This is an optimization exercise on Yosys and OpenROAD, whose aim is small area, not a production implementation. The RTL was checked by simulation tests, not by an equivalence proof against the original design. Power figures rest on the tool's default switching activity, not on a simulated workload.

== rev 12 ==
// SoC_Algorithm
module SoC_Algorithm (
    input clk,
    input rst_n,
    input [15:0] voltage,
    input signed [15:0] current,
    output [7:0] soc
);
function [32:0] radd;
    input [31:0] a;
    input [31:0] b;
    input ci;
    integer k;
    reg c;
    begin
        c = ci;
        for (k = 0; k < 32; k = k + 1) begin
            radd[k] = a[k] ^ b[k] ^ c;
            c = (a[k] & b[k]) | (c & (a[k] ^ b[k]));
        end
        radd[32] = c;
    end
endfunction
reg [5:0] clk_cnt;
reg [6:0] soc_vpend;      
reg [6:0] soc_voltage;
reg [29:0] q4;            
reg [15:0] cur_r;         
reg use_v_soc;
reg [6:0] soc_r;
reg [16:0] dv;            
wire ms_tick  = clk_cnt[5] & clk_cnt[4] & clk_cnt[0];                                             
wire add_last = ~clk_cnt[5] & clk_cnt[4] & clk_cnt[3] & ~clk_cnt[2] & ~clk_cnt[1] & ~clk_cnt[0];  
wire dv_load  = clk_cnt[5] & ~clk_cnt[4] & clk_cnt[3] & ~clk_cnt[2] & ~clk_cnt[1] & clk_cnt[0];   
always @(posedge clk or negedge rst_n) begin
    if (!rst_n) clk_cnt <= 6'd0;
    else if (ms_tick) clk_cnt <= 6'd0;
    else clk_cnt <= clk_cnt + 6'd1;
end
wire comp = (current > 16'sd5) || (current < -16'sd5);
wire rest = (current > -16'sd5) && (current < 16'sd5);
wire [15:0] cg = current & {16{comp}};
wire [32:0] xsum = radd({16'd0, voltage}, {16'd0, ~cg}, 1'b1);
wire [15:0] xs = xsum[15:0];
wire x_neg = ~cg[15] & ~xsum[16];    
wire x_ovf = cg[15] & xsum[16];      
wire [32:0] x3 = radd({16'd0, xs}, {15'd0, xs, 1'b0}, 1'b0);
wire [32:0] p = radd({16'd0, xs}, {x3[28:0], 3'd0}, 1'b0);
wire [6:0] q0 = p[20:14];
wire [32:0] lo = radd({25'd0, p[4:0], 2'b00}, {25'd0, q0}, 1'b1);
wire corr = lo[7] & (&p[13:5]);
  ...
clock: 36.0 ns
lec_check: 0
cap_margin: 20
core_margin: 2
core_utilization: 40
slew_margin: 20
run.sh (not shown) runs the stock make flow with config.mk's settings and CLKGATE_MAP_FILE= SYNTH_SCRIPT=/design/flow/synth_recipe.tcl, a recipe that flattens the netlist after the stock synthesis.
[inputs] rev 13 vs rev 12
Settings: setting CTS_CLUSTER_DIAMETER to 200 for the first time; setting CTS_CLUSTER_SIZE to 50 for the first time.
==> flow/flow/run.sh (new file) <==
#!/bin/bash
set -euo pipefail
export BUFFER_PORTS_ARGS="-buffer_cell sky130_fd_sc_hd__buf_1"
bash standard.sh > flow_standard.log 2>&1
==> flow/standard.sh (new file) <==
#!/bin/bash
# synth_recipe.tcl (not shown) runs the flow's synth.tcl, then flattens the netlist and writes it again
# the make line also repeats each setting of config.mk as NAME=value (left out here)
make -C /OpenROAD-flow-scripts/flow DESIGN_CONFIG=/design/flow/config.mk WORK_HOME=/design/flow/orfs CLKGATE_MAP_FILE= SYNTH_SCRIPT=/design/flow/synth_recipe.tcl "${@:-finish}"
removed: flow/run.sh
## What came out
- Going from rev 12 to rev 13, detailed-route vias per instance closely matched the old numbers, count of non-CTS inverters in the layout closely matched the old numbers, final standard cell utilization of the core decreased by 1.7 points relative to the old numbers.

* * *

## alpha
SoC_Algorithm, a different RTL version from the one above (not shown whole).
Size in the first run: roughly 110 flip-flops, about 4600 um2 of cells after synthesis.
export LEC_CHECK = 0
export CAP_MARGIN = 20
export CORE_MARGIN = 2
export CORE_UTILIZATION = 40
export CTS_BUF_LIST = sky130_fd_sc_hd__clkbuf_8
export SLEW_MARGIN = 20
create_clock -name core_clock -period 36.0 [get_ports {clk}]
standard.sh (not shown) runs the stock make flow with config.mk's settings and CLKGATE_MAP_FILE= SYNTH_SCRIPT=/design/flow/synth_recipe.tcl, a recipe that flattens the netlist after the stock synthesis.
==> flow/flow/run.sh <==
#!/bin/bash
set -euo pipefail
export BUFFER_PORTS_ARGS="-buffer_cell sky130_fd_sc_hd__buf_1"
export CTS_ARGS="-sink_clustering_enable -repair_clock_nets -dont_use_dummy_load -buf_list {sky130_fd_sc_hd__clkbuf_4 sky130_fd_sc_hd__clkbuf_8}"
bash standard.sh > flow_standard.log 2>&1
alpha ended with every stage complete and zero timing, DRC or antenna violations.
What beta does differently from alpha at the input level:
==> flow/flow/run.sh <==
#!/bin/bash
set -euo pipefail
export BUFFER_PORTS_ARGS="-buffer_cell sky130_fd_sc_hd__buf_1"
export CTS_ARGS="-sink_clustering_enable -repair_clock_nets -dont_use_dummy_load -buf_list sky130_fd_sc_hd__clkbuf_8"
bash standard.sh > flow_standard.log 2>&1
From alpha to beta the numbers moved as follows: post-synthesis to final-layout area growth has remained practically unchanged; number of setup buffers added after CTS has remained practically unchanged.
Number of global-route vias before repair essentially unchanged between beta and alpha.
For net count after synthesis, alpha and beta come out practically identical.
Comparing beta against alpha, there is no change at all in final non-filler cell total.
From beta to alpha, area after synthesis did not move at all.
Fmax came out exactly the same in beta and alpha.
From alpha to beta, antenna diode count did not move at all.
Comparing alpha against beta, there is no change at all in routability-driven placement congestion ratio.
The inputs of gamma differ from those of beta as listed below.
==> flow/flow/run.sh <==
#!/bin/bash
set -euo pipefail
export BUFFER_PORTS_ARGS="-buffer_cell sky130_fd_sc_hd__buf_1"
export CTS_ARGS="-repair_clock_nets -dont_use_dummy_load -buf_list sky130_fd_sc_hd__clkbuf_8"
bash standard.sh > flow_standard.log 2>&1
gamma was carried through to the last stage, and its layout satisfied the timing, DRC and antenna checks.
Worst setup slack came out exactly the same in gamma and beta.
As far as number of vias per cell goes, beta and gamma are indistinguishable; the numbers are identical.
Compared with beta, in gamma total power held, setup skew after layout held, final critical path time including I/O delays and setup held.

==> re-timing with driven ports <==
Ports are ideal in the flow. The routed layouts listed here were re-timed in OpenROAD. Step 1 (the two cells are an assumption about what drives the block):
set clk [get_ports {clk}]
set_driving_cell -lib_cell sky130_fd_sc_hd__clkbuf_16 $clk
set_driving_cell -lib_cell sky130_fd_sc_hd__buf_2 [delete_from_list [all_inputs] $clk]
Step 2, shift: input delay + t, output delay - t, t = (earliest + latest rising clock arrival at the registers) / 2. This alone moves slack from input paths to output paths. a / b / c = ideal ports / drivers / drivers and shift; a / b = the first two.
run	t (ns)	setup slack, ns	worst hold slack (ns)
rev 12	0.380	16.592 / 16.580 / 16.200	0.490 / 0.490 / 0.490
rev 13	0.376	16.789 / 16.775 / 16.399	0.474 / 0.474 / 0.474
alpha	0.376	27.390 / 27.399 / 27.023	0.333 / 0.333 / 0.333
beta	0.376	27.390 / 27.399 / 27.023	0.333 / 0.333 / 0.333
gamma	0.376	27.390 / 27.399 / 27.023	0.333 / 0.333 / 0.333
After both steps every run listed still meets setup and hold. The setup slack of rev 12, which loses most, moves by -0.012 ns with the drivers and by -0.392 ns with both steps.
